This is an optimization exercise on Yosys and OpenROAD, whose aim is small area, a short achievable clock period and few clock cycles, not a production implementation. In this exercise RTL edits were held to simulation tests only and were not proved equivalent to the original. Power and IR drop assume default switching activity.

### flow/run.sh
#!/bin/bash
set -euo pipefail
bash standard.sh SETUP_SLACK_MARGIN=8 finish > make.log 2>&1
### standard.sh
#!/bin/bash
# synth_recipe.tcl (not shown) runs the flow's synth.tcl, then flattens the netlist and writes it again
# the make line also repeats each setting of config.mk as NAME=value (left out here)
make -C /OpenROAD-flow-scripts/flow DESIGN_CONFIG=/design/flow/config.mk WORK_HOME=/design/flow/orfs CLKGATE_MAP_FILE= SYNTH_SCRIPT=/design/flow/synth_recipe.tcl "${@:-finish}"
### config.mk
export PLATFORM = sky130hd
export DESIGN_NAME = proc
export DESIGN_NICKNAME = proc
export VERILOG_FILES = /design/flow/design.v
export SDC_FILE = /design/flow/constraint.sdc
export NUM_CORES = 4
export LEC_CHECK = 0
export ABC_AREA = 1
export CAP_MARGIN = 20
export CORE_MARGIN = 2
export CORE_UTILIZATION = 55
export SLEW_MARGIN = 20
### constraint.sdc
create_clock -name core_clock -period 12.0 [get_ports {clk}]
set_input_delay 2.4000 -clock core_clock [delete_from_list [all_inputs] [get_ports {clk}]]
set_output_delay 2.4000 -clock core_clock [all_outputs]
set_load 0.01 [all_outputs]
### design.v
`default_nettype none
module proc (
    clk, rst,
    imem_addr, imem_rd, imem_rdata,
    dmem_addr, dmem_wdata, dmem_wr, dmem_rd, dmem_rdata,
    wb_en, wb_reg, wb_data, st_en, st_addr, st_data, halt
    );
    input  wire        clk;
    input  wire        rst;
    output wire [15:0] imem_addr;
    output wire        imem_rd;
    input  wire [15:0] imem_rdata;
    output wire [15:0] dmem_addr;
    output wire [15:0] dmem_wdata;
    output wire        dmem_wr;
    output wire        dmem_rd;
    input  wire [15:0] dmem_rdata;
    output wire        wb_en;
    output wire [2:0]  wb_reg;
    output wire [15:0] wb_data;
    output wire        st_en;
    output wire [15:0] st_addr;
    output wire [15:0] st_data;
    output wire        halt;
    function stop_op;
        input [15:0] i;
        begin
            stop_op = (i[15:13] == 3'b001) | (i[15:11] == 5'b00000) |
                      ((i[15:13] == 3'b011) & (i[11] & ~i[12] | i[7]));
        end
    endfunction
    reg  [15:1] fa;               
    reg         issue;            
    reg         l1, l2;           
    reg         iv1, iv2;         
    reg  [1:0]  ib1, ib2;         
    reg         fstop;            
    reg  [15:0] q0, b0, b1, b2;
    reg         qv;               
    reg  [1:0]  bc;               
    reg  [1:0]  rp, wp;           
    reg         mA_E, mA_M1, mA_M2, mA_M3, mB_E, mB_M1, mB_M2, mB_M3;
    reg  [15:1] pcd;              
    reg         dstop;            
    reg         pcd_fa;           
    reg  [15:0] rf [0:7];
    reg  [7:0]  rfv;              
    reg         ev;
    reg  [15:0] eA, eB;
    reg  [7:0]  eimm;
    reg         esx;              
    reg  [1:0]  ebk;              
    reg  [2:0]  edst;
    reg         ewr, eld, est, ehalt;
    reg  [3:0]  efa, efb;         
    reg         euimm;            
    reg         einv;             
    reg  [1:0]  eshop;            
    reg  [1:0]  esetop;           
    reg         rs_sum, rs_xor, rs_andn, rs_sh, rs_btr, rs_imm, rs_slbi, rs_set, rs_link;
    reg         m1v, m1wr, m1ld, m1st, m1halt;
    reg  [15:0] m1res, m1sd;
    reg  [2:0]  m1dst;
    reg         m1rd, m1wrq;      
    reg         dv1;
    reg  [1:0]  db1;
    reg         m2v, m2wr, m2ld, m2halt;
    reg  [15:0] m2res;
    reg  [2:0]  m2dst;
    reg         m3v, m3wr, m3ld, m3halt;
    reg  [15:0] m3res;
    reg  [2:0]  m3dst;
    reg         wen, whalt;
    reg  [2:0]  wreg;
    reg  [15:0] wdat;
    wire [15:0] m3val = m3ld ? dmem_rdata : m3res;
    wire m3w = m3v & m3wr;
    wire [15:0] opA = ({16{efa[0]}} & m1res) | ({16{efa[1]}} & m2res) | ({16{efa[2]}} & m3res) | ({16{efa[3]}} & eA);
    wire [15:0] rB  = ({16{efb[0]}} & m1res) | ({16{efb[1]}} & m2res) | ({16{efb[2]}} & m3res) | ({16{efb[3]}} & eB);
    wire [15:0] eimm16 = {{8{esx & eimm[7]}}, eimm};
    wire [15:0] opB = euimm ? eimm16 : rB;
    wire [15:0] ain = einv ? ~opA : opA;
    wire [16:0] sum17 = {1'b0, ain} + {1'b0, opB} + {16'b0, einv};
    wire [15:0] sum = sum17[15:0];
    wire        cout = sum17[16];
    wire        shr = eshop[1];
    wire [3:0]  sa  = opB[3:0];
    wire [3:0]  ka  = shr ? ~sa : sa;
    wire [15:0] r0  = shr ? {opA[14:0], opA[15]} : opA;
    wire [15:0] r1  = ka[0] ? {r0[14:0], r0[15]}    : r0;
    wire [15:0] r2  = ka[1] ? {r1[13:0], r1[15:14]} : r1;
    wire [15:0] r3  = ka[2] ? {r2[11:0], r2[15:12]} : r2;
    wire [15:0] r4  = ka[3] ? {r3[7:0],  r3[15:8]}  : r3;
    wire [15:0] lmask = 16'hffff << sa;
    wire [15:0] rmask = 16'hffff >> sa;
    wire [15:0] shmask = ~eshop[0] ? 16'hffff : (shr ? rmask : lmask);
    wire [15:0] shres = r4 & shmask;
    wire [15:0] btr;
    genvar gi;
    generate for (gi = 0; gi < 16; gi = gi + 1) begin : g_btr
        assign btr[gi] = opA[15 - gi];
    end endgenerate
    wire eq  = (sum == 16'h0000);      
    wire sle = (opA[15] ^ rB[15]) ? opA[15] : ~sum[15];
    wire setv = (esetop == 2'b00) ? eq :
                (esetop == 2'b01) ? (sle & ~eq) :
                (esetop == 2'b10) ? sle : cout;
    wire [15:0] eres =
        ({16{rs_sum}}  & sum) |
        ({16{rs_xor}}  & (opA ^ opB)) |
        ({16{rs_andn}} & (opA & ~opB)) |
        ({16{rs_sh}}   & shres) |
        ({16{rs_btr}}  & btr) |
        ({16{rs_imm}}  & eimm16) |
        ({16{rs_slbi}} & {opA[7:0], eimm[7:0]}) |
        ({16{rs_set}}  & {15'b0, setv}) |
        ({16{rs_link}} & rB);
    wire [15:0] ir = q0;
    wire [4:0]  op = ir[15:11];
    wire [2:0] qc = {1'b0, bc} + {2'b0, qv};
    wire dv = qv & ~dstop;
    wire is_rr    = (op == 5'b11011);                   
    wire is_rsh   = (op == 5'b11010);                   
    wire is_set   = (op[4:2] == 3'b111);                
    wire is_btr   = (op == 5'b11001);
    wire is_ia    = (op[4:2] == 3'b010);                
    wire is_ish   = (op[4:2] == 3'b101);                
    wire is_st    = (op == 5'b10000);
    wire is_ld    = (op == 5'b10001);
    wire is_stu   = (op == 5'b10011);
    wire is_lbi   = (op == 5'b11000);
    wire is_slbi  = (op == 5'b10010);
    wire is_br    = (op[4:2] == 3'b011);
    wire is_j     = (op == 5'b00100);
    wire is_jal   = (op == 5'b00110);
    wire is_jrx   = (op[4:2] == 3'b001) & op[0];       
    wire is_jalr  = (op == 5'b00111);
    wire is_halt  = (op == 5'b00000);
    wire [2:0] rsA = ir[10:8];
    wire [2:0] rsB = ir[7:5];
    wire useA = is_rr | is_rsh | is_set | is_btr | is_ia | is_ish | is_st | is_ld | is_stu |
                is_slbi | is_br | is_jrx;
    wire useB = is_rr | is_rsh | is_set | is_st | is_stu;
    wire dwr  = is_rr | is_rsh | is_set | is_btr | is_ia | is_ish | is_ld | is_stu |
                is_lbi | is_slbi | is_jal | is_jalr;
    wire [2:0] ddst = (is_rr | is_rsh | is_set | is_btr) ? ir[4:2] :
                      (is_ia | is_ish | is_ld) ? ir[7:5] :
                      (is_jal | is_jalr) ? 3'd7 : ir[10:8];
    wire [15:0] sx5 = {{11{ir[4]}}, ir[4:0]};
    wire [15:0] zx5 = {11'b0, ir[4:0]};
    wire [15:0] sx8 = {{8{ir[7]}}, ir[7:0]};
    wire [15:0] zx8 = {8'b0, ir[7:0]};
    wire [15:0] dimm = (is_lbi | is_jrx) ? sx8 :
                       is_slbi ? zx8 :
                       ((op[4:1] == 4'b0101) | is_ish) ? zx5 : sx5;
    wire hazard = (useA & ((mA_E & eld) | (mA_M1 & m1ld) | (mA_M2 & m2ld))) |
                  (useB & ((mB_E & eld) | (mB_M1 & m1ld) | (mB_M2 & m2ld)));
    wire e_early = rs_imm | rs_slbi | rs_link;
    wire [15:0] e_early_val = rs_slbi ? {opA[7:0], eimm[7:0]} : rs_link ? eB : eimm16;
    wire sA_E  = mA_E;
    wire sA_M1 = mA_M1;
    wire sA_M2 = mA_M2;
    wire sA_M3 = mA_M3;
    wire [15:0] rfA = rfv[rsA] ? rf[rsA] : 16'h0000;
    wire availA = sA_E ? e_early : sA_M1 ? ~m1ld : sA_M2 ? ~m2ld : sA_M3 ? ~m3ld : 1'b1;
    wire [15:0] dvalA = sA_E ? e_early_val : sA_M1 ? m1res : sA_M2 ? m2res : sA_M3 ? m3res : rfA;
    wire dzero = (dvalA == 16'h0000);
    wire taken = (op[1:0] == 2'b00) ? dzero :
                 (op[1:0] == 2'b01) ? ~dzero :
                 (op[1:0] == 2'b10) ? dvalA[15] : ~dvalA[15];
    wire ctl_wait = (is_br | is_jrx) & ~availA;
    wire is_mem = is_ld | is_st | is_stu;
    function [1:0] bk;
        input [2:0] v;
        begin
            bk = v[2:1] + ir[2:1] + {1'b0, v[0] & ir[0]};
        end
    endfunction
    wire [3:0] busyv = ({4{ev & (eld | est)}} & (4'b0001 << ebk)) |
                       ({4{m1v & (m1ld | m1st)}} & (4'b0001 << m1res[2:1])) |
                       ({4{dv1}} & (4'b0001 << db1));
    wire [1:0] bkE = bk(e_early_val[2:0]), bk1 = bk(m1res[2:0]), bk2 = bk(m2res[2:0]),
               bk3 = bk(m3res[2:0]), bkR = bk(rfA[2:0]);
    wire [1:0] dbank = sA_E ? bkE : sA_M1 ? bk1 : sA_M2 ? bk2 : sA_M3 ? bk3 : bkR;
    wire bconf = sA_E ? busyv[bkE] : sA_M1 ? busyv[bk1] : sA_M2 ? busyv[bk2] :
                 sA_M3 ? busyv[bk3] : busyv[bkR];
    wire mem_wait = is_mem & (~availA | bconf);
    wire [15:1] pc2 = pcd + 15'd1;
    wire [15:0] boff = is_br ? sx8 : {{5{ir[10]}}, ir[10:0]};
    wire [15:1] tga = is_jrx ? dvalA[15:1] : pc2;
    wire [15:1] tgb = is_jrx ? sx8[15:1] : boff[15:1];
    wire [15:1] dtgt = tga + tgb + {14'b0, is_jrx & dvalA[0] & ir[0]};
    wire d_go = dv & ~hazard & ~ctl_wait & ~mem_wait;
    wire redirect = d_go & (is_j | is_jal | is_jrx | (is_br & taken));
    wire [15:1] rtarget = dtgt;
    wire [15:0] rdA = sA_M3 ? m3val : rfA;
    wire [15:0] rdB = mB_M3 ? m3val : (rfv[rsB] ? rf[rsB] : 16'h0000);
    wire m1wrv = m1v & m1wr;
    wire m2wrv = m2v & m2wr;
    wire [3:0] fA = ~useA ? 4'b1000 :
                    sA_E ? 4'b0001 :
                    sA_M1 ? 4'b0010 :
                    sA_M2 ? 4'b0100 : 4'b1000;
    wire [3:0] fB = ~useB ? 4'b1000 :
                    mB_E ? 4'b0001 :
                    mB_M1 ? 4'b0010 :
                    mB_M2 ? 4'b0100 : 4'b1000;
    assign imem_rd = issue;
    assign imem_addr = {fa, 1'b0};
    wire push = l2 & ~redirect;
    wire to_q0 = (bc == 2'd0) & (~qv | d_go);
    wire [15:0] bhead = (rp == 2'd0) ? b0 : (rp == 2'd1) ? b1 : b2;
    wire [15:0] nq0_go   = (bc != 2'd0) ? bhead : imem_rdata;
    wire [15:0] nq0_nogo = qv ? q0 : imem_rdata;
    wire [15:0] nq0 = d_go ? nq0_go : nq0_nogo;
    wire [1:0] bc_go   = (bc == 2'd0) ? 2'd0 : bc - 2'd1 + {1'b0, l2};
    wire [1:0] bc_nogo = bc + {1'b0, l2 & ~((bc == 2'd0) & ~qv)};
    wire wp_inc_go   = l2 & (bc != 2'd0);
    wire wp_inc_nogo = l2 & ~((bc == 2'd0) & ~qv);
    wire [1:0] wp_next = (wp == 2'd2) ? 2'd0 : wp + 2'd1;
    wire [1:0] rp_next = (rp == 2'd2) ? 2'd0 : rp + 2'd1;
    wire [15:1] fa_seq = issue ? fa + 15'd1 : fa;
    wire fstop_nr = (push & stop_op(imem_rdata)) ? 1'b1 :
                    (d_go & is_br) ? 1'b0 : fstop;
    wire [2:0] qc_go   = qc - 3'd1 + {2'b0, l2};
    wire [2:0] qc_nogo = qc + {2'b0, l2};
    function nbusy;
        input [1:0] b;
        begin
            nbusy = (issue & (fa[2:1] == b)) | (iv1 & (ib1 == b)) | (iv2 & (ib2 == b));
        end
    endfunction
    wire [2:0] inf_n = {2'b0, issue} + {2'b0, l1};
    wire room_go   = (qc_go + inf_n) < 3'd4;
    wire room_nogo = (qc_nogo + inf_n) < 3'd4;
    wire issue_nr = ~fstop_nr & ~nbusy(fa_seq[2:1]) & (d_go ? room_go : room_nogo);
    wire issue_r  = ~nbusy(rtarget[2:1]);
    always @(posedge clk) begin
        if (rst) begin
            fa <= 15'd0;
            issue <= 1'b1;
            l1 <= 1'b0; l2 <= 1'b0;
            iv1 <= 1'b0; iv2 <= 1'b0;
            fstop <= 1'b0;
        end else begin
            fa <= redirect ? rtarget : fa_seq;
            issue <= redirect ? issue_r : issue_nr;
            l1 <= issue & ~redirect;
            l2 <= l1 & ~redirect;
            iv1 <= issue; iv2 <= iv1;
            fstop <= redirect ? 1'b0 : fstop_nr;
        end
        ib1 <= fa[2:1]; ib2 <= ib1;
        if (l2) begin
            if (wp == 2'd0) b0 <= imem_rdata;
            if (wp == 2'd1) b1 <= imem_rdata;
            if (wp == 2'd2) b2 <= imem_rdata;
        end
        q0 <= nq0;
        if (rst) begin
            mA_E <= 1'b0; mA_M1 <= 1'b0; mA_M2 <= 1'b0; mA_M3 <= 1'b0;
            mB_E <= 1'b0; mB_M1 <= 1'b0; mB_M2 <= 1'b0; mB_M3 <= 1'b0;
        end else begin
            mA_E  <= d_go & dwr & (ddst == nq0_go[10:8]);
            mA_M1 <= ev & ewr & (edst == (d_go ? nq0_go[10:8] : nq0_nogo[10:8]));
            mA_M2 <= m1v & m1wr & (m1dst == (d_go ? nq0_go[10:8] : nq0_nogo[10:8]));
            mA_M3 <= m2v & m2wr & (m2dst == (d_go ? nq0_go[10:8] : nq0_nogo[10:8]));
            mB_E  <= d_go & dwr & (ddst == nq0_go[7:5]);
            mB_M1 <= ev & ewr & (edst == (d_go ? nq0_go[7:5] : nq0_nogo[7:5]));
            mB_M2 <= m1v & m1wr & (m1dst == (d_go ? nq0_go[7:5] : nq0_nogo[7:5]));
            mB_M3 <= m2v & m2wr & (m2dst == (d_go ? nq0_go[7:5] : nq0_nogo[7:5]));
        end
        if (rst | redirect) begin
            qv <= 1'b0;
            bc <= 2'd0;
            rp <= 2'd0;
            wp <= 2'd0;
        end else begin
            qv <= d_go ? ((bc != 2'd0) | l2) : (qv | l2);
            bc <= d_go ? bc_go : bc_nogo;
            if (d_go & (bc != 2'd0)) rp <= rp_next;
            if (d_go ? wp_inc_go : wp_inc_nogo) wp <= wp_next;
        end
        if (rst) begin
            pcd <= 15'd0;
            pcd_fa <= 1'b0;
            dstop <= 1'b0;
        end else begin
            pcd_fa <= redirect;
            if (pcd_fa) pcd <= fa;
            else if (d_go) pcd <= pc2;
            if (d_go & is_halt) dstop <= 1'b1;
        end
        if (rst) ev <= 1'b0;
        else ev <= d_go;
        eA <= rdA;
        eB <= (is_jal | is_jalr) ? {pc2, 1'b0} : rdB;
        efa <= fA;
        efb <= fB;
        eimm <= dimm[7:0];
        esx <= dimm[15];
        ebk <= dbank;
        edst <= ddst;
        ewr <= dwr;
        eld <= is_ld;
        est <= is_st | is_stu;
        ehalt <= is_halt;
        euimm <= ~(is_rr | is_rsh | is_set);
        einv <= (is_rr & (ir[1:0] == 2'b01)) | (op == 5'b01001) | (is_set & (op[1:0] != 2'b11));
        eshop <= is_rsh ? ir[1:0] : op[1:0];
        esetop <= op[1:0];
        rs_sum  <= (is_rr & ~ir[1]) | (op[4:1] == 4'b0100) | is_ld | is_st | is_stu;
        rs_xor  <= (is_rr & (ir[1:0] == 2'b10)) | (op == 5'b01010);
        rs_andn <= (is_rr & (ir[1:0] == 2'b11)) | (op == 5'b01011);
        rs_sh   <= is_rsh | is_ish;
        rs_btr  <= is_btr;
        rs_imm  <= is_lbi;
        rs_slbi <= is_slbi;
        rs_set  <= is_set;
        rs_link <= is_jal | is_jalr;
        if (rst) begin
            m1v <= 1'b0;
            m1rd <= 1'b0;
            m1wrq <= 1'b0;
        end else begin
            m1v <= ev;
            m1rd <= ev & eld;
            m1wrq <= ev & est;
        end
        m1wr <= ewr; m1ld <= eld; m1st <= est; m1halt <= ehalt;
        m1res <= eres; m1sd <= rB; m1dst <= edst;
        if (rst) dv1 <= 1'b0;
        else dv1 <= m1rd | m1wrq;
        db1 <= m1res[2:1];
        if (rst) begin
            m2v <= 1'b0; m3v <= 1'b0;
        end else begin
            m2v <= m1v;
            m3v <= m2v;
        end
        m2wr <= m1wr; m2ld <= m1ld; m2halt <= m1halt; m2res <= m1res; m2dst <= m1dst;
        m3wr <= m2wr; m3ld <= m2ld; m3halt <= m2halt; m3res <= m2res; m3dst <= m2dst;
        if (m3w) rf[m3dst] <= m3val;
        if (rst) begin
            rfv <= 8'h00;
            wen <= 1'b0;
            whalt <= 1'b0;
        end else begin
            if (m3w) rfv[m3dst] <= 1'b1;
            wen <= m3w;
            if (m3v & m3halt) whalt <= 1'b1;
        end
        wreg <= m3dst;
        wdat <= m3val;
    end
    assign dmem_addr  = m1res;
    assign dmem_wdata = m1sd;
    assign dmem_rd    = m1rd;
    assign dmem_wr    = m1wrq;
    assign st_en      = m1wrq;
    assign st_addr    = m1res;
    assign st_data    = m1sd;
    assign wb_en      = wen;
    assign wb_reg     = wreg;
    assign wb_data    = wdat;
    assign halt       = whalt;
endmodule
`default_nettype wire
==> reports/metrics.yaml, run 1 <==
floorplan:
  initial_core_util_pct: 56.03
  coreArea_um2: 43270
  rows: 76
  die-area_um2: 45770
  num_io_pins: 139
  die_y_um: 213.9
  die_w_um: 213.9
logic_synthesis:
  ys_top_cells_by_count: "nand2_1, inv_1, o21ai_0"
  synth_area_leader_cell: "edfxtp_1"
  synthDistinctLibCells: 59
  synth_seq_cells: 441
  synth_area_leaders: "edfxtp_1, dfxtp_1, nand2_1"
  synth_edf_count: 186
  ys_warn_count: 1
  syn_nets: 3315
  synth_area_um2: 24240
  async_reset_ff_share_pct: 0
  synth_cells: 3214
  avgSynthCellArea_um2: 7.543
  synth_seq_area_share_pct: 44.10
  yosysTopAreaCellShare_pct: 23.04
  synth_most_common_cell: "nand2_1"
  synth-main-ff-cell: "dfxtp_1"
final_layout:
  layout.cells.non_filler: 3939
  area_growth_pct: 17.97
  layout.nets: 3414
  largest_reg_flops: 128
  top_register: "rf"
  drive_gt1_share_pct: 9.603
clock_network:
  clkTransAtPathRegs_ns: 0.06
  htree_levels: 2
  clock-sinks: 441
  numCtsBuffers: 48
  insertion_delay_ns: 0.61
  holdBufCountCts: 0
  ctsRootBufferMaster: "clkbuf_16"
  clock_path_buffers: 3
  cts_tree: "done"
timing:
  tns_ns: 0
  hold_viol: 0
  relSlewSlack_pct: 28.45
  finalSetupViolCount: 0
  min_period_ns: 3.990
  worstMarginPinSlew_ns: 1.072
  fmaxAchievable_ghz: 0.2506
  setup_slack_ns: 8.010
  rsz0062_at_grt: "yes"
  finalCritPeriodShare_pct: 33.25
  finClkSkew_ns: 0.04422
  timing.final.max_slew_violations: 0
critical_path:
  ff2ff_path_depth: 30
  critPathKind: "register to primary output"
  worstSetupEndpointType: "primary output"
  start_kind: "register"
  cp_data_required_time_ns: 9.60
  path_depth: 1
  path_cells: "clkdlybuf4s50_1"
  critical-path-top-delay-family: "buffers and inverters"
  r2r_setup_slack_ns: 8.15
  path_max_fanout: 5
  path_buf_inv: 1
  slowest_stage: "clkdlybuf4s50_1"
  crit_path_max_incr_delay_ns: 0.58
  cp_data_arrival_time_ns: 1.59
detailed_routing:
  wirelength_um: 84600
  avgRoutedWirePerCell_um: 21.48
  postRouteAntennaNets: 0
  via_per_inst: 6.002
  drtIter0Drc: 3579
  firstDrtPassIters: 7
  drc: 0
  route.vias.total: 23641
power_and_ir_drop:
  vdd_drop_max_mv: 0.1343
  p_leak_uw: 0.01227
  powerDensity_nw_per_um2: 230.9
placement:
  place_congestion: 1.008
  dp_hpwl_um: 59070
  place_inst: 3790
  place_ws_ns: 7.007
  port_buffers: 137
grt:
  grt_pass1_vias: 21997
  grt_use_total_pct: 35.18
  grt.overflow.total: 0
  antenna_found_initial: 3
  grt_max_degree: 92
  grt_first_pass_wirelength_um: 125900
hold_path:
  holdPathStages: 0
  min_path_type: "register to register"
outcome:
  status: "no timing/DRC/antenna violations"
run:
  maxCapViolCount: 0
==> worst paths after layout <==
kind	start	endpoint
setup / recovery	m1res[13]	st_addr[13]
hold / removal	m2halt	m3halt
setup reg to reg	q0[8]	fa[15]
hold reg to reg	m2halt	m3halt
==> cell families after synthesis <==
kind of cell,after synthesis,synth area share (%)
simple gates,1368,23.07
compound gates,704,16.63
buf+inv,555,9.621
flops,441,44.10
xor+xnor,71,2.565
fa+ha+maj,67,3.706
mux,7,0.2890
other cells,1,0.01547
==> per-stage QoR <==
stage / instance area (um2) / util [%] / power [uW] / hold slack, ns
after detailed placement: 25670 / 59.34 / 4802 / 0.3135
final: 28600 / 66.10 / 6605 / 0.3292
after floorplan: 24240 / - / 3854 / 0.3096
after CTS: 27630 / 63.85 / 6366 / 0.3285
after global placement: 25670 / 59.34 / 4769 / 0.3146
after global routing: 28600 / 66.09 / 6939 / 0.3184
==> cell usage in the layout (no fill, tap or decap), types with 11 or more instances in the layout <==
cell type / instances
edfxtp_1: 186
nand3_1: 184
o21ai_1: 22
inv_1: 352
a22o_1: 12
clkbuf_1: 15
a221oi_1: 19
dfxtp_2: 26
o22ai_1: 45
o2111ai_1: 11
xor2_1: 51
inv_2: 12
nand2_2: 29
clkbuf_16: 51
xnor2_1: 19
ha_1: 58
o211ai_1: 39
nand2_1: 788
buf_4: 61
nand4_1: 24
nand3_2: 12
dfxtp_1: 219
nor3_1: 15
a31oi_1: 30
a21oi_1: 181
clkdlybuf4s50_1: 125
o21ai_0: 283
nor2_1: 271
==> final cells by class <==
class	instances	area, um2
diodes	1	2.502
clock buffers	71	1379
clock inverters	19	219.0
fillers	3693	14670
inverters	379	1530
multi-input cells	2218	11610
flip-flops and latches	441	10760
well taps	585	732.0
repair buffers	222	2336
repair inverters	3	27.53
==> per-layer routing <==
layer	up-vias	track usage, %	wire length (um)
li1	10875	-	-
met1	10956	48.49	34390
met2	1527	54.34	36960
met3	277	6.035	9271
met4	6	15.85	3932
met5	-	0	43
==> report_power, final <==
part | internal [uW] | switching [uW] | total [uW]
combinational | 1040 | 1950 | 2990
sequential | 1860 | 262 | 2120
clock | 868 | 627 | 1490
total | 3760 | 2840 | 6600
==> timing repair <==
item / CTS / global route
cloned: 5 / 5
pin swaps: 3 / 38
endpoints found under the setup margin: 115 / 98
buffers inserted: 6 / 42
resized for setup: 73 / 135
Testbench counts, summed over its fixed seeds: cycles 109,283.
==> run 2, diff against run 1 <==
--- a/config.mk
+++ b/config.mk
@@ -5,8 +5,9 @@
 export SDC_FILE = /design/flow/constraint.sdc
 export NUM_CORES = 4
 export LEC_CHECK = 0
-export ABC_AREA = 1
 export CAP_MARGIN = 20
 export CORE_MARGIN = 2
-export CORE_UTILIZATION = 55
+export CORE_UTILIZATION = 40
+export CTS_CLUSTER_DIAMETER = 90
+export CTS_CLUSTER_SIZE = 24
 export SLEW_MARGIN = 20
==> reports/metrics.yaml, run 2 <==
outcome:
  status: "no timing/DRC/antenna violations"
floorplan:
  die_w_um: 247.2
  rows: 89
  num_io_pins: 139
  initial_core_util_pct: 40.30
  die_y_um: 247.2
  coreArea_um2: 58690
  die-area_um2: 61080
critical_path:
  startpoint: "q0[9]"
  start_kind: "register"
  path_cells: "buf_12 > mux4_2 > mux2_4 > and3_4 > fa_2 > xnor2_2 > a2111oi_2 > a32oi_1 > a32oi_2 > buf_4 > mux2_4 > o211a_4 > a21oi_4 > buf_12 > buf_12 > mux2i_4 > xor2_1 > nor4_1"
  cp_data_required_time_ns: 12.48
  crit_path_max_incr_delay_ns: 0.54
  crit_top_cell: "buf_12"
  endpoint: "mA_M1"
  critPathKind: "register to register"
  ff2ff_path_depth: 18
  slowest_stage: "mux4_2"
  r2r_start: "q0[9]"
  path_max_fanout: 8
  worstSetupEndpointType: "register"
  reg2reg_to: "mA_M1"
  r2r_setup_slack_ns: 7.41
  cp_data_arrival_time_ns: 5.08
logic_synthesis:
  synth_seq_cells: 441
  ys_top_cells_by_count: "dfxtp_1, nand2_1, edfxtp_1"
  synth_edf_count: 186
  synthMuxAreaShare_pct: 11.86
  ys_warn_count: 1
  synth_area_leader_cell: "edfxtp_1"
  async_reset_ff_share_pct: 0
  synth_seq_area_share_pct: 45.20
  synthDistinctLibCells: 89
  syn_nets: 2417
  yosysTopAreaCellShare_pct: 23.62
  synthXorXnorAreaFrac_pct: 4.825
  synth_cells: 2316
  synth-simple-area-share_pct: 12.63
  synthAdderAreaFrac_pct: 3.799
  synth_area_leaders: "edfxtp_1, dfxtp_1, mux4_2"
  avgSynthCellArea_um2: 10.21
  synth_compound_area_share_pct: 16.62
  synth-main-ff-cell: "dfxtp_1"
  synth_area_um2: 23650
  synth_most_common_cell: "dfxtp_1"
  synth_top_family_by_area: "compound AO/OA/AOI/OAI gates"
power_and_ir_drop:
  p_leak_uw: 0.01080
  intPower_uw: 3363
  vdd_drop_max_mv: 0.1140
  p_seq_share_pct: 37.9
  sw_frac_of_total_pct: 40.94
  combPwrFrac_pct: 45.4
  p_switching_uw: 2331
  total_power_uw: 5694
  powerDensity_nw_per_um2: 202.2
  clkPwrFrac_pct: 16.7
clock_network:
  numCtsBuffers: 25
  clock-sinks: 441
  insertion_delay_ns: 0.60
  holdBufCountCts: 0
  cts_tree: "done"
  ctsRootBufferMaster: "clkbuf_16"
  clock_path_buffers: 3
  clkTransAtPathRegs_ns: 0.11
  htree_levels: 1
detailed_routing:
  avgRoutedWirePerCell_um: 25.14
  top_layer_used: "met4"
  route.vias.total: 19273
  wirelength_um: 80970
  drtIter0Drc: 1982
  drc: 0
  wl_met3_um: 5255
  postRouteAntennaNets: 0
  wl_met2_um: 38120
  firstDrtPassIters: 7
  via_per_inst: 5.985
  route.layer.met1.wl_um: 33300
placement:
  dp_hpwl_um: 57920
  place_congestion: 0.9673
  port_buffers: 137
final_layout:
  largest_reg_flops: 128
  final_cell_mix: "nand2_1, dfxtp_1, edfxtp_1, nor2_1, a21oi_1"
  layout.nets: 2530
  top_register: "rf"
  area_growth_pct: 19.05
  drive_gt1_share_pct: 18.64
timing:
  min_period_ns: 4.593
  hold_viol: 0
  rsz0062_at_grt: "yes"
  relSlewSlack_pct: 28.82
  worstMarginPinSlew_ns: 1.066
  finClkSkew_ns: 0.03469
  finalCritPeriodShare_pct: 38.28
  tns_ns: 0
  timing.final.max_slew_violations: 0
  finalSetupViolCount: 0
  fmaxAchievable_ghz: 0.2177
grt:
  grt_max_degree: 45
  grt_first_pass_wirelength_um: 121000
  grt.overflow.total: 0
  antenna_found_initial: 1
  grt_pass1_vias: 18902
  grt_use_total_pct: 26.22
hold_path:
  min_from: "ehalt"
  min_path_type: "register to register"
  holdPathStages: 0
run:
  maxCapViolCount: 0
run 2: cell types whose count changed after synthesis, sizes merged, moves of 66 or more:
| cell | previous run | this run |
|---|---|---|
| a22oi | 5 | 87 |
| inv | 374 | 90 |
| mux2i | 7 | 88 |
| mux4 | 0 | 66 |
| nand2 | 822 | 233 |
| nand3 | 196 | 57 |
| nor2 | 287 | 185 |
| o21ai | 316 | 87 |
run 2: area by class of cell:
type / instances / area, um2
repair buffers: 256 / 2651
diodes: 1 / 2.502
fillers: 5310 / 30530
clock buffers: 36 / 666.9
multi-input cells: 1609 / 12590
repair inverters: 1 / 5.005
flip-flops and latches: 441 / 10810
inverters: 95 / 365.4
clock inverters: 8 / 105.1
well taps: 773 / 967.2
run 2: worst max-delay path, delay by kind of cell (launching register included):
| kind | cells | cell delay, ns |
|---|---|---|
| mux | 4 | 1.42 |
| compound gates | 5 | 1.05 |
| buf+inv | 4 | 0.59 |
| simple gates | 2 | 0.49 |
| flops | 1 | 0.36 |
| fa+ha+maj | 1 | 0.35 |
| xor+xnor | 2 | 0.25 |
run 2: through the flow:
stage / worst slack, ns / util, % / cell area (um2) / std cells / hold slack [ns]
after floorplan: 7.428 / - / 23810 / 2316 / 0.3096
after global placement: 6.096 / 43.57 / 25570 / 3088 / 0.3171
after detailed placement: 5.859 / 43.57 / 25570 / 3088 / 0.3255
after CTS: 7.479 / 47.32 / 27770 / 3205 / 0.3506
after global routing: 7.269 / 47.97 / 28150 / 3219 / 0.3562
final: 7.407 / 47.98 / 28150 / 3220 / 0.3471
run 2: logic make-up after synthesis:
group | after synthesis
simple gates | 653
compound gates | 569
flops | 441
buf+inv | 269
mux | 190
xor+xnor | 126
fa+ha+maj | 67
other cells | 1
run 2: power by group through the flow:
| stage | sequential, uW | combinational (uW) | clock (uW) |
|---|---|---|---|
| 6_report | 2160 | 2590 | 949 |
| 5_1_grt | 2180 | 2780 | 1020 |
| 4_1_cts | 2150 | 2510 | 965 |
| 3_5_place_dp | 2180 | 2270 | 0 |
| 3_3_place_gp | 2180 | 2250 | 0 |
| 2_1_floorplan | 2040 | 1600 | 0 |
run 2: timing repair:
| item | CTS | global route |
|---|---|---|
| setup endpoints to repair | 117 | 92 |
| gates cloned | 10 | 1 |
| pin swaps | 31 | 25 |
| endpoints found under the hold margin | 0 | 0 |
| buffers inserted | 63 | 13 |
| gates resized for setup | 180 | 71 |
run 2: metal layers:
layer / vias up / global-route usage, %
met1: 9468 / 34.25
met5: - / 0
met4: 0 / 12.56
met3: 182 / 2.919
met2: 885 / 43.36
li1: 8738 / -
run 2: worst min-delay path by stage:
stage / to / slack, ns
after global placement: m1halt / 0.32
after floorplan: m1halt / 0.31
after CTS: m1halt / 0.35
after global routing: m2halt / 0.36
after detailed placement: m2halt / 0.33
final: m1halt / 0.35
==> run 3, diff against run 2 <==
--- a/config.mk
+++ b/config.mk
@@ -5,6 +5,7 @@
 export SDC_FILE = /design/flow/constraint.sdc
 export NUM_CORES = 4
 export LEC_CHECK = 0
+export ABC_AREA = 1
 export CAP_MARGIN = 20
 export CORE_MARGIN = 2
 export CORE_UTILIZATION = 40
==> reports/metrics.yaml, run 3 <==
floorplan:
  num_io_pins: 139
  die_w_um: 250.2
  die_y_um: 250.2
  rows: 90
  initial_core_util_pct: 40.31
  coreArea_um2: 60130
  die-area_um2: 62590
power_and_ir_drop:
  clkPwrFrac_pct: 16.0
  total_power_uw: 5965
  sw_frac_of_total_pct: 45.28
  powerDensity_nw_per_um2: 215.4
  vdd_drop_max_mv: 0.1126
  combPwrFrac_pct: 48.6
  p_seq_share_pct: 35.4
  p_leak_uw: 0.01191
  intPower_uw: 3264
  p_switching_uw: 2701
detailed_routing:
  avgRoutedWirePerCell_um: 20.64
  postRouteAntennaNets: 0
  route.vias.total: 22528
  wirelength_um: 84130
  via_per_inst: 5.526
  drc: 0
  firstDrtPassIters: 6
  drtIter0Drc: 2776
logic_synthesis:
  synth-main-ff-cell: "dfxtp_1"
  synth_area_um2: 24240
  yosysTopAreaCellShare_pct: 23.04
  synth_seq_cells: 441
  synth_cells: 3214
  synthDistinctLibCells: 59
  avgSynthCellArea_um2: 7.543
  synth_most_common_cell: "nand2_1"
  async_reset_ff_share_pct: 0
  synth_edf_count: 186
  ys_top_cells_by_count: "nand2_1, inv_1, o21ai_0"
  synth_area_leader_cell: "edfxtp_1"
  synth_area_leaders: "edfxtp_1, dfxtp_1, nand2_1"
  syn_nets: 3315
  synth_seq_area_share_pct: 44.10
  ys_warn_count: 1
timing:
  min_period_ns: 3.966
  finalCritPeriodShare_pct: 33.05
  rsz0062_at_grt: "yes"
  hold_ws_ns: 0.3393
  finClkSkew_ns: 0.03289
  hold_viol: 0
  relSlewSlack_pct: 29.01
  tns_ns: 0
  finalSetupViolCount: 0
  worstMarginPinSlew_ns: 1.054
  fmaxAchievable_ghz: 0.2521
  timing.final.max_slew_violations: 0
critical_path:
  critPathKind: "register to primary output"
  path_buf_inv: 1
  ff2ff_path_depth: 28
  cp_data_required_time_ns: 9.60
  critical-path-top-delay-family: "buffers and inverters"
  path_max_fanout: 4
  r2r_setup_slack_ns: 8.22
  reg2reg_to: "pcd[1]"
  crit_path_max_incr_delay_ns: 0.56
  endpoint: "st_addr[4]"
  slowest_stage: "clkdlybuf4s50_1"
  cp_data_arrival_time_ns: 1.57
  start_kind: "register"
  startpoint: "m1res[4]"
  path_depth: 1
  worstSetupEndpointType: "primary output"
  r2r_start: "q0[8]"
  path_cells: "clkdlybuf4s50_1"
clock_network:
  cts_tree: "done"
  htree_levels: 1
  clock_path_buffers: 3
  clkTransAtPathRegs_ns: 0.10
  insertion_delay_ns: 0.61
  clock-sinks: 441
  holdBufCountCts: 0
  numCtsBuffers: 25
  ctsRootBufferMaster: "clkbuf_16"
grt:
  grt.overflow.total: 0
  grt_pass1_vias: 20373
  grt_max_degree: 92
  grt_use_total_pct: 25.97
  grtUsageMet3_pct: 3.949
  grt_first_pass_wirelength_um: 125900
  use_met1_pct: 37.57
  groute.layer.met2.usage_pct: 39.98
  antenna_found_initial: 1
  busiest_layer: "met2"
placement:
  port_buffers: 137
  dp_hpwl_um: 59270
  place_inst: 3989
  place_congestion: 0.9720
final_layout:
  drive_gt1_share_pct: 7.466
  area_growth_pct: 14.26
  largest_reg_flops: 128
  final_util_pct: 46.06
  top_register: "rf"
  layout.nets: 3377
  n_antenna_cell: 0
  layout.cells.non_filler: 4077
  final_cell_mix: "nand2_1, inv_1, o21ai_0, nor2_1, dfxtp_1"
  final_common_cell: "nand2_1"
run:
  maxCapViolCount: 0
outcome:
  status: "no timing/DRC/antenna violations"
hold_path:
  min_path_type: "register to register"
## run 3: cell count changes in the layout (fill, tap and decap cells not counted), moves of 51 or more
cell     change
nand2_1    +594
inv_1      +268
o21ai_0    +208
nand3_1    +138
nor2_1     +101
a22oi_1     -74
mux2i_1     -72
mux4_2      -66
xnor2_1     -51
## run 3: metrics by stage
step	area (um2)	setup WS (ns)
after floorplan	24240	8.487
after global placement	25940	6.445
after detailed placement	25940	6.372
after CTS	27100	8.001
after global routing	27700	7.960
final	27700	8.034
## run 3: cells by family after synthesis
group / Yosys count / share of synthesized area (%)
DFF: 441 / 44.10
other: 1 / 0.01547
and+or+nand+nor: 1368 / 23.07
buffers and inverters: 555 / 9.621
xor gates and xnor gates: 71 / 2.565
muxes: 7 / 0.2890
adders and majority gates: 67 / 3.706
AOI/OAI and AO/OA: 704 / 16.63
## run 3: power by group through the flow
stage          sequential [uW]  clock, uW  combinational, uW
2_1_floorplan             2040          0               1810
3_3_place_gp              2140          0               2680
3_5_place_dp              2140          0               2670
4_1_cts                   2120        977               2740
5_1_grt                   2140       1030               3170
6_report                  2110        956               2900
## run 3: layout make-up
type | count | area (um2)
clock inverters | 11 | 121.4
multi-input cells | 2219 | 11460
flip-flops and latches | 441 | 10820
repair buffers | 207 | 2121
inverters | 379 | 1504
well taps | 782 | 978.4
fillers | 6105 | 32430
clock buffers | 35 | 673.1
repair inverters | 3 | 21.27
## run 3: what timing repair did
action                                  in CTS  in global routing
resized for setup                          102                 82
endpoints found under the setup margin     130                 98
pin swaps                                    2                  7
endpoints found under the hold margin        0                  0
gates cloned                                 4                  5
buffers inserted                             8                 25
## run 3: how the worst min path moves through the flow
stage                      start     end  slack (ns)  cells after the start
after floorplan            ehalt  m1halt        0.31                      0
after global placement    m2halt  m3halt        0.31                      0
after detailed placement   ehalt  m1halt        0.31                      0
after CTS                 m2halt  m3halt        0.35                      0
after global routing      m2halt  m3halt        0.34                      0
final                     m2halt  m3halt        0.34                      0
## run 3: metal layers
metal / vias to the layer above / routed length, um
li1: 10791 / -
met5: - / 0
met2: 1127 / 36810
met3: 144 / 7912
met4: 0 / 2685
met1: 10466 / 36720
==> run 4, diff against run 3 <==
--- a/config.mk
+++ b/config.mk
@@ -10,5 +10,5 @@
 export CORE_MARGIN = 2
 export CORE_UTILIZATION = 40
 export CTS_CLUSTER_DIAMETER = 90
-export CTS_CLUSTER_SIZE = 24
+export CTS_CLUSTER_SIZE = 30
 export SLEW_MARGIN = 20
==> reports/metrics.yaml, run 4 <==
clock_network:
  htree_levels: 1
  cts_tree: "done"
  holdBufCountCts: 0
  clkTransAtPathRegs_ns: 0.12
  ctsRootBufferMaster: "clkbuf_16"
  insertion_delay_ns: 0.61
  clock-sinks: 441
  numCtsBuffers: 25
  clock_path_buffers: 3
critical_path:
  slowest_stage: "clkdlybuf4s50_1"
  critical-path-top-delay-family: "buffers and inverters"
  path_max_fanout: 5
  r2r_setup_slack_ns: 8.15
  r2r_start: "q0[8]"
  crit_path_max_incr_delay_ns: 0.56
  start_kind: "register"
  critPathKind: "register to primary output"
  worstSetupEndpointType: "primary output"
  cp_data_required_time_ns: 9.60
  reg2reg_to: "fa[4]"
  path_cells: "clkdlybuf4s50_1"
  ff2ff_path_depth: 29
  path_buf_inv: 1
  cp_data_arrival_time_ns: 1.59
  startpoint: "fa[12]"
logic_synthesis:
  syn_nets: 3315
  synth_cells: 3214
  ys_warn_count: 1
  synth_seq_cells: 441
  synth_seq_area_share_pct: 44.10
  yosysTopAreaCellShare_pct: 23.04
  synth-main-ff-cell: "dfxtp_1"
  avgSynthCellArea_um2: 7.543
  ys_top_cells_by_count: "nand2_1, inv_1, o21ai_0"
  synth_area_leader_cell: "edfxtp_1"
  synth_most_common_cell: "nand2_1"
  synth_area_leaders: "edfxtp_1, dfxtp_1, nand2_1"
  synth_area_um2: 24240
  synth_edf_count: 186
  async_reset_ff_share_pct: 0
  synthDistinctLibCells: 59
placement:
  place_inst: 3989
  place_congestion: 0.9720
  port_buffers: 137
  dp_hpwl_um: 59270
timing:
  timing.final.max_slew_violations: 0
  relSlewSlack_pct: 32.79
  fmaxAchievable_ghz: 0.2509
  hold_viol: 0
  rsz0062_at_grt: "yes"
  finalCritPeriodShare_pct: 33.21
  tns_ns: 0
  worstMarginPinSlew_ns: 0.9976
  min_period_ns: 3.985
  finalSetupViolCount: 0
  finClkSkew_ns: 0.03792
run:
  maxCapViolCount: 0
detailed_routing:
  via_per_inst: 5.507
  route.vias.total: 22432
  wirelength_um: 84460
  drc: 0
  postRouteAntennaNets: 0
  avgRoutedWirePerCell_um: 20.74
  firstDrtPassIters: 6
  drtIter0Drc: 2670
grt:
  busiest_layer: "met2"
  groute.layer.met2.usage_pct: 40.03
  grt_pass1_vias: 20457
  antenna_found_initial: 0
  grt.overflow.total: 0
  grt_max_degree: 92
  grt_first_pass_wirelength_um: 125800
  grtUsageMet3_pct: 3.783
  use_met1_pct: 37.61
  grt_use_total_pct: 25.98
final_layout:
  drive_gt1_share_pct: 7.991
  layout.cells.non_filler: 4073
  top_register: "rf"
  area_growth_pct: 14.81
  final_common_cell: "nand2_1"
  n_antenna_cell: 0
  layout.nets: 3373
  final_cell_mix: "nand2_1, inv_1, o21ai_0, nor2_1, dfxtp_1"
  largest_reg_flops: 128
floorplan:
  rows: 90
  die_y_um: 250.2
  coreArea_um2: 60130
  initial_core_util_pct: 40.31
  die_w_um: 250.2
  num_io_pins: 139
  die-area_um2: 62590
hold_path:
  min_path_type: "register to register"
  holdPathStages: 0
  min_from: "ehalt"
  whs_endpoint: "m1halt"
power_and_ir_drop:
  p_seq_share_pct: 35.1
  p_leak_uw: 0.01187
  sw_frac_of_total_pct: 45.68
  clkPwrFrac_pct: 16.9
  combPwrFrac_pct: 48.1
  powerDensity_nw_per_um2: 216.9
  vdd_drop_max_mv: 0.1195
  p_switching_uw: 2758
  intPower_uw: 3279
outcome:
  status: "no timing/DRC/antenna violations"
[run 4: cell counts after synthesis]
No cell type changed its count.
[run 4: worst max-delay path by stage]
stage                     to  slack, ns  cells past startpoint
2_1_floorplan         fa[15]       8.49                     26
3_3_place_gp           issue       6.44                     26
3_5_place_dp           issue       6.37                     26
4_1_cts                issue       7.99                     27
5_1_grt               fa[15]       7.89                     31
6_report       imem_addr[12]       8.01                      1
[run 4: logic make-up after synthesis]
kind of cell	Yosys count	synth area share [%]
AOI/OAI and AO/OA	704	16.63
xor gates and xnor gates	71	2.565
and+or+nand+nor	1368	23.07
muxes	7	0.2890
buffers and inverters	555	9.621
DFF	441	44.10
other	1	0.01547
adders and majority gates	67	3.706
[run 4: layout make-up]
type / count / area, um2
Timing Repair inverter: 3 / 21.27
Clock inverter: 20 / 261.5
Tap cell: 782 / 978.4
Timing Repair Buffer: 203 / 2061
Fill cell: 6074 / 32300
Sequential cell: 441 / 10820
Clock buffer: 26 / 629.4
Inverter: 379 / 1520
Multi-Input combinational cell: 2219 / 11540
[run 4: power by group through the flow]
stage | Clock [uW] | Sequential [uW] | Combinational (uW)
after floorplan | 0 | 2040 | 1810
after global placement | 0 | 2140 | 2680
after detailed placement | 0 | 2140 | 2670
after CTS | 1040 | 2120 | 2740
after global routing | 1100 | 2140 | 3180
final | 1020 | 2120 | 2900
[run 4: per-stage QoR]
| step | total power, uW | utilization, % | setup WS (ns) | hold WS [ns] | cell area, um2 |
|---|---|---|---|---|---|
| final | 6038 | 46.28 | 8.015 | 0.3506 | 27830 |
| after global routing | 6421 | 46.28 | 7.892 | 0.3572 | 27830 |
| after CTS | 5896 | 45.22 | 7.995 | 0.3497 | 27190 |
| after detailed placement | 4811 | 43.14 | 6.372 | 0.3147 | 25940 |
| after global placement | 4820 | 43.14 | 6.445 | 0.3138 | 25940 |
| after floorplan | 3854 | - | 8.487 | 0.3096 | 24240 |
[run 4: timing repair]
item | CTS | global route
gates cloned | 4 | 5
setup endpoints to repair | 132 | 96
setup buffers | 8 | 21
pin swaps | 2 | 16
gates resized for setup | 106 | 98
[run 4: routing by layer]
metal / vias to the layer above / share of wire, %
met2: 1030 / 44
met1: 10465 / 45
met5: - / 0
li1: 10789 / -
met3: 148 / 8.7
met4: 0 / 3.2
==> run 5, diff against run 4 <==
==> flow/run.sh (replaced) <==
#!/bin/bash
set -euo pipefail
bash standard.sh SETUP_SLACK_MARGIN=8.25 finish > make.log 2>&1
--- a/config.mk
+++ b/config.mk
@@ -10,5 +10,5 @@
 export CORE_MARGIN = 2
 export CORE_UTILIZATION = 40
 export CTS_CLUSTER_DIAMETER = 90
-export CTS_CLUSTER_SIZE = 30
+export CTS_CLUSTER_SIZE = 24
 export SLEW_MARGIN = 20
==> reports/metrics.yaml, run 5 <==
outcome:
  status: "no timing/DRC/antenna violations"
power_and_ir_drop:
  p_switching_uw: 2781
  intPower_uw: 3273
  sw_frac_of_total_pct: 45.94
  clkPwrFrac_pct: 15.9
  combPwrFrac_pct: 49.1
  vdd_drop_max_mv: 0.1108
  p_seq_share_pct: 35.0
  powerDensity_nw_per_um2: 213.7
  p_leak_uw: 0.01223
detailed_routing:
  drtIter0Drc: 2915
  wirelength_um: 86100
  avgRoutedWirePerCell_um: 20.95
  postRouteAntennaNets: 0
  via_per_inst: 5.565
  drc: 0
  route.vias.total: 22866
  firstDrtPassIters: 7
hold_path:
  min_path_type: "register to register"
logic_synthesis:
  async_reset_ff_share_pct: 0
  synth_seq_cells: 441
  syn_nets: 3315
  synthDistinctLibCells: 59
  ys_warn_count: 1
  synth_edf_count: 186
  synth_area_um2: 24240
  synth_area_leader_cell: "edfxtp_1"
  ys_top_cells_by_count: "nand2_1, inv_1, o21ai_0"
  avgSynthCellArea_um2: 7.543
  synth-main-ff-cell: "dfxtp_1"
  synth_area_leaders: "edfxtp_1, dfxtp_1, nand2_1"
  synth_seq_area_share_pct: 44.10
  synth_cells: 3214
  yosysTopAreaCellShare_pct: 23.04
  synth_most_common_cell: "nand2_1"
placement:
  dp_hpwl_um: 59270
  port_buffers: 137
  place_ws_ns: 6.372
  place_congestion: 0.9720
final_layout:
  final_util_pct: 47.11
  ff_latch_area_um2: 10840
  drive_gt1_share_pct: 11.00
  final_cell_mix: "nand2_1, inv_1, o21ai_0, nor2_1, dfxtp_1"
  largest_reg_flops: 128
  area_growth_pct: 16.87
  fillers: 6092
  n_antenna_cell: 0
  final_common_cell: "nand2_1"
  layout.nets: 3409
  top_register: "rf"
  multi_input_area_um2: 11820
timing:
  finalSetupViolCount: 0
  worstMarginPinSlew_ns: 0.9804
  fmaxAchievable_ghz: 0.2646
  finClkSkew_ns: 0.03199
  finalCritPeriodShare_pct: 31.50
  min_period_ns: 3.780
  setup_slack_ns: 8.220
  relSlewSlack_pct: 34.57
  tns_ns: 0
  hold_ws_ns: 0.3312
  hold_viol: 0
  timing.final.max_slew_violations: 0
  rsz0062_at_grt: "yes"
floorplan:
  coreArea_um2: 60130
  num_io_pins: 139
  die_y_um: 250.2
  initial_core_util_pct: 40.31
  die-area_um2: 62590
  die_w_um: 250.2
  rows: 90
critical_path:
  crit_top_cell: "nand2_1"
  crit_path_max_incr_delay_ns: 0.48
  cp_data_required_time_ns: 12.55
  cp_data_arrival_time_ns: 4.33
  critPathKind: "register to register"
  slowest_stage: "fa_1"
  start_kind: "register"
  path_max_fanout: 8
  worstSetupEndpointType: "register"
grt:
  grtUsageMet3_pct: 3.835
  grt.overflow.total: 0
  use_met1_pct: 38.05
  grt_use_total_pct: 26.47
  busiest_layer: "met2"
  antenna_found_initial: 1
  grt_pass1_vias: 20642
  grt_first_pass_wirelength_um: 127900
  grt_max_degree: 92
  groute.layer.met2.usage_pct: 41.04
clock_network:
  insertion_delay_ns: 0.61
  htree_levels: 1
  cts_tree: "done"
  clock-sinks: 441
  ctsRootBufferMaster: "clkbuf_16"
  clock_path_buffers: 3
  holdBufCountCts: 0
  numCtsBuffers: 25
  clkTransAtPathRegs_ns: 0.10
run:
  maxCapViolCount: 0
==> run 5: cell counts after synthesis <==
Identical to the previous run, type by type.
==> run 5: routing by layer <==
layer  routed length, um  vias to the layer above
li1                    -                    10857
met1               37480                    10717
met2               37830                     1155
met3                8016                      137
met4                2779                        0
met5                   0                        -
==> run 5: cell type report <==
cell class	count	share of cell area, %
repair inverters	8	0.2429
multi-input cells	2219	41.73
flip-flops and latches	441	38.26
clock buffers	35	2.376
repair buffers	234	8.108
clock inverters	11	0.4284
well taps	782	3.454
inverters	379	5.397
==> run 5: worst max-delay path: cells and delay by family (launching register included) <==
family / cells / cell delay [ns]
AND/OR/NAND/NOR: 16 / 1.49
AO/OA/AOI/OAI: 7 / 0.71
buffers and inverters: 4 / 0.61
adder cells (fa/ha/maj): 1 / 0.48
flip-flops: 1 / 0.44
==> run 5: logic make-up after synthesis <==
logic type / synth area share [%]
fa+ha+maj: 3.706
buf+inv: 9.621
xor+xnor: 2.565
compound gates: 16.63
simple gates: 23.07
other cells: 0.01547
mux: 0.2890
flops: 44.10
==> run 5: path summary, 6_finish.rpt <==
| kind | slack, ns | depth (start not counted) | startpoint | to |
|---|---|---|---|---|
| max | 8.22 | 28 | q0[8] | fa[4] |
| min | 0.33 | 0 | m2halt | m3halt |
| max reg2reg | 8.22 | 28 | q0[8] | fa[4] |
| min reg2reg | 0.33 | 0 | m2halt | m3halt |
==> run 5: power by group through the flow <==
stage / clock network, uW / registers [uW] / logic [uW]
2_1_floorplan: 0 / 2040 / 1810
3_3_place_gp: 0 / 2140 / 2680
3_5_place_dp: 0 / 2140 / 2670
4_1_cts: 977 / 2110 / 2730
5_1_grt: 1030 / 2150 / 3250
6_report: 960 / 2120 / 2970
==> run 5: per-stage QoR <==
stage / cells / total power (uW) / cell area, um2
2_1_floorplan: 3214 / 3854 / 24240
3_3_place_gp: 3989 / 4820 / 25940
3_5_place_dp: 3989 / 4811 / 25940
4_1_cts: 4068 / 5822 / 27360
5_1_grt: 4109 / 6424 / 28330
6_report: 4109 / 6054 / 28330
==> run 5: timing repair <==
action                                  CTS  global route
setup buffers                            22            34
endpoints found under the setup margin  197            97
pin swaps                                 5            61
gates cloned                             11             7
endpoints found under the hold margin     0             0
resized for setup                       233           170

separate check: timing with driven ports:
The flow's constraints put no driver on any port. The routed layouts listed below were extracted and timed again, unchanged, in two steps.
Step 1: set_driving_cell puts a clkbuf_16 on clk and a buf_2 on each other input, an assumption about the parent block.
Step 2 also shifts input and output timing later by t, the mid clock arrival at the registers, as if the neighbouring blocks saw the same clock.
Slacks: no drivers / after step 1 / after step 2; pairs: no drivers / after step 1.
run	t (ns)	setup WS [ns]	worst setup path after step 2	worst data-port slew with drivers (ns)
run 1	0.649	8.010 / 7.950 / 7.833	input to register	0.04
run 2	0.637	7.407 / 7.407 / 7.407	register to register	0.06
run 3	0.649	8.034 / 7.975 / 7.643	input to register	0.05
run 4	0.651	8.015 / 7.954 / 7.650	input to register	0.05
run 5	0.654	8.220 / 8.213 / 7.636	input to register	0.05
After both steps every run listed still meets setup and hold. The setup slack of run 5, which loses most, moves by -0.007 ns with the drivers and by -0.584 ns with both steps.
